Context: an optimization exercise on an open-source flow, tuned for small area and few clock cycles. The choices shown serve that exercise and are no tape-out recipe.
In this exercise RTL edits were held to simulation tests only and were not proved equivalent to the original.

== south ==
## ALU
module ALU(
    clk,
    rst_n,
    valid,
    ready,
    mode,
    in_A,
    in_B,
    out
);
==> flow/config.mk <==
export PLATFORM = sky130hd
export DESIGN_NAME = ALU
export DESIGN_NICKNAME = ALU
export VERILOG_FILES = /design/flow/design.v
export SDC_FILE = /design/flow/constraint.sdc
export NUM_CORES = 4
export LEC_CHECK = 0
export CAP_MARGIN = 20
export CORE_MARGIN = 2
export CORE_UTILIZATION = 40
export CTS_BUF_LIST = sky130_fd_sc_hd__clkbuf_8 sky130_fd_sc_hd__clkbuf_16
export SLEW_MARGIN = 20
export SYNTH_HIERARCHICAL = 1
export SYNTH_MINIMUM_KEEP_SIZE = 0
==> flow/constraint.sdc <==
create_clock -name core_clock -period 10.0 [get_ports {clk}]
set_input_delay 2.0000 -clock core_clock [delete_from_list [all_inputs] [get_ports {clk}]]
set_output_delay 2.0000 -clock core_clock [all_outputs]
set_load 0.01 [all_outputs]
standard.sh (not shown) runs the stock make flow with config.mk's settings and CLKGATE_MAP_FILE= SYNTH_SCRIPT=/design/flow/synth_recipe.tcl, a recipe that flattens the netlist after the stock synthesis.
==> flow/flow/run.sh <==
#!/bin/bash
# The standard layout (standard.sh), with one change: the buffers that
# buffer_ports puts on every input and output port are the smallest buffer
# cell instead of the default choice. ORFS's global_place.tcl passes
# BUFFER_PORTS_ARGS to buffer_ports.
set -euo pipefail
export BUFFER_PORTS_ARGS="-buffer_cell sky130_fd_sc_hd__buf_1"
bash standard.sh > standard_run.log 2>&1
Testbench counts of south, summed over its fixed seeds: cycles 5,537.
The inputs of north differ from those of south as listed below.
Settings: CTS_CLUSTER_DIAMETER: unset -> 150; CTS_CLUSTER_SIZE: unset -> 30; CTS_BUF_LIST: sky130_fd_sc_hd__clkbuf_8 sky130_fd_sc_hd__clkbuf_16 -> unset.
Findings:
Status: required time of the critical path parity (south, north)
The via count of north was superior to that of south.
Relative to south, the first-iteration DRC count measured on north has increased slightly.
~same minimum clock period after layout in north and south
Re area of the die: no difference whatsoever between south and north.
north: count of clock-buffer cells in the layout higher than south
Between north and south, the difference in final worst slack is negligible.


Another version of the RTL of ALU (not shown whole).
For scale: roughly 1500 cells after synthesis, roughly 100 flip-flops, roughly 14000 sq um of cells after synthesis.
clock: 10.0 ns
lec_check: 0
cap_margin: 20
core_margin: 2
core_utilization: 40
cts_buf_list: sky130_fd_sc_hd__clkbuf_8
slew_margin: 20
synth_hierarchical: 1
synth_minimum_keep_size: 0
Scripts as last shown in full above: flow/flow/run.sh
Testbench counts at the start, summed over its fixed seeds: cycles 5,710.
Edit:
CTS_BUF_LIST = not set   (was sky130_fd_sc_hd__clkbuf_8)
Outcome: Register-to-register slack is about the same; routed wire length stays flat; core utilization goes up by 0.30 points; count of clock-buffer cells in the layout is higher by 2; cell count stays the same; worst hold slack got worse by 0.010 ns; final area goes up slightly.


ALU with an RTL version that a note above also has.
Size: ~130 I/O pins, roughly 13,000 µm² of cells after synthesis.
Design ALU, start of the top module:
module ALU(
    clk,
    rst_n,
    valid,
    ready,
    mode,
    in_A,
    in_B,
    out
);
export LEC_CHECK = 0
export CAP_MARGIN = 20
export CORE_MARGIN = 2
export CORE_UTILIZATION = 40
export CTS_CLUSTER_SIZE = 30
export SLEW_MARGIN = 20
export SYNTH_HIERARCHICAL = 1
export SYNTH_MINIMUM_KEEP_SIZE = 0
create_clock -name core_clock -period 10.0 [get_ports {clk}]
Scripts as last shown in full above: flow/flow/run.sh
The starting point produced a clean layout.
Testbench counts at the start, summed over its fixed seeds: cycles 5,537.
==> next run, changes <==
- CTS_CLUSTER_SIZE: 30 -> default
After rerunning:
- final cell count does not change
- cell area is unchanged
- utilization does not change


Setup of harbor:
ALU, a different RTL version from the one above (not shown whole).
Size in the first run: about 1400 cells after synthesis, about 110 flip-flops, roughly 130 I/O pins, ~0.014 mm2 of cells after synthesis.
export LEC_CHECK = 0
export CAP_MARGIN = 20
export CORE_MARGIN = 2
export CORE_UTILIZATION = 40
export SLEW_MARGIN = 20
export SYNTH_HIERARCHICAL = 1
export SYNTH_MINIMUM_KEEP_SIZE = 0
create_clock -name core_clock -period 10.0 [get_ports {clk}]
Scripts as last shown in full above: flow/flow/run.sh
Every stage of the flow completed for harbor, and the final layout passed the timing, design-rule and antenna checks.
Testbench counts of harbor, summed over its fixed seeds: cycles 5,537.
## Diff of input files: onyx against harbor
--- a/flow/config.mk
+++ b/flow/config.mk
@@ -6,8 +6,8 @@
 export NUM_CORES = 4
 export LEC_CHECK = 0
-export CAP_MARGIN = 20
+export CAP_MARGIN = 5
 export CORE_MARGIN = 2
-export CORE_UTILIZATION = 40
-export SLEW_MARGIN = 20
+export CORE_UTILIZATION = 55
+export SLEW_MARGIN = 5
 export SYNTH_HIERARCHICAL = 1
 export SYNTH_MINIMUM_KEEP_SIZE = 0
## What came out
Per the comparison of onyx with harbor, total of fill cells in the finished design down 1167, area of all placed cells without fillers down 0.75%, share of cells above drive strength 1 flat, largest stage delay on the critical path up 60 ps, total length of routed met3 wires down 75 um.
onyx vs. harbor: routability congestion estimate went up 0.56%, final worst-path setup slack down 78 ps.
Looking at final-layout clock buffer total across onyx and harbor, the one that comes out lower is onyx.
Taking harbor as 1.0, onyx lands at 0.934 on final non-filler cell total.


ALU, a different RTL version from the one above (not shown whole).
Size: roughly 1500 cells after synthesis, about 130 I/O pins, ~0.013 mm² of cells after synthesis.
## ALU
module ALU(
    clk,
    rst_n,
    valid,
    ready,
    mode,
    in_A,
    in_B,
    out
);
Settings: LEC_CHECK=0, CAP_MARGIN=20, CORE_MARGIN=2, CORE_UTILIZATION=40, GPL_TIMING_DRIVEN=0, SLEW_MARGIN=20, SYNTH_HIERARCHICAL=1, SYNTH_MINIMUM_KEEP_SIZE=0; clock period 10.0 ns.
Scripts as last shown in full above: flow/flow/run.sh
The first run produced a clean layout.
Testbench counts at the start, summed over its fixed seeds: cycles 5,537.
Next try:
Settings changed: GPL_TIMING_DRIVEN 0 to unset.
Setup slack improved by 0.069 ns.
Hold slack got worse by 0.016 ns.
Cell count went down by a few percent.
Fmax went up slightly.
Critical path depth went down by 1.
Via count went down by a few percent.
Die area does not change.

## port drivers added, routing unchanged
The results above use ideal ports. As a check the final layouts listed here were re-extracted and re-timed, cells and wires unchanged. Step 1: set_driving_cell puts a clkbuf_16 on clk and a buf_2 on each other input, an assumption about the parent block. Step 2 also shifts input and output timing later by t, the mid clock arrival at the registers, as if the neighbouring blocks saw the same clock. Slacks: no drivers / after step 1 / after step 2; pairs: no drivers / after step 1.
| run | t (ns) | setup slack, ns | hold WS [ns] | worst setup path after step 2 | clock arrival spread, ns |
|---|---|---|---|---|---|
| south | 0.419 | 0.494 / 0.446 / 0.866 | 0.561 / 0.561 / 0.561 | register to output | 0.021 / 0.021 |
| north | 0.417 | 0.492 / 0.444 / 0.862 | 0.560 / 0.560 / 0.560 | register to output | 0.021 / 0.021 |
| the first run of note 2 | 0.447 | 1.144 / 1.166 / 0.720 | 0.526 / 0.526 / 0.526 | input to register | 0.016 / 0.015 |
| the second run of note 2 | 0.412 | 1.053 / 1.073 / 0.661 | 0.516 / 0.516 / 0.516 | input to register | 0.015 / 0.015 |
| the first run of note 3 | 0.417 | 0.492 / 0.444 / 0.862 | 0.560 / 0.560 / 0.560 | register to output | 0.021 / 0.021 |
| the second run of note 3 | 0.417 | 0.492 / 0.444 / 0.862 | 0.560 / 0.560 / 0.560 | register to output | 0.021 / 0.021 |
| harbor | 0.432 | 0.332 / 0.284 / 0.716 | 0.571 / 0.571 / 0.571 | register to output | 0.018 / 0.018 |
| onyx | 0.419 | 0.255 / 0.203 / 0.622 | 0.585 / 0.585 / 0.585 | register to output | 0.018 / 0.018 |
| the first run of note 5 | 0.413 | 0.394 / 0.349 / 0.762 | 0.582 / 0.582 / 0.582 | register to output | 0.021 / 0.021 |
| the second run of note 5 | 0.422 | 0.463 / 0.418 / 0.840 | 0.565 / 0.565 / 0.565 | register to output | 0.013 / 0.014 |
After both steps every run listed still meets setup and hold. For the first run of note 2, which loses most, drivers alone change the setup slack by +0.022 ns; drivers and shift together by -0.424 ns.
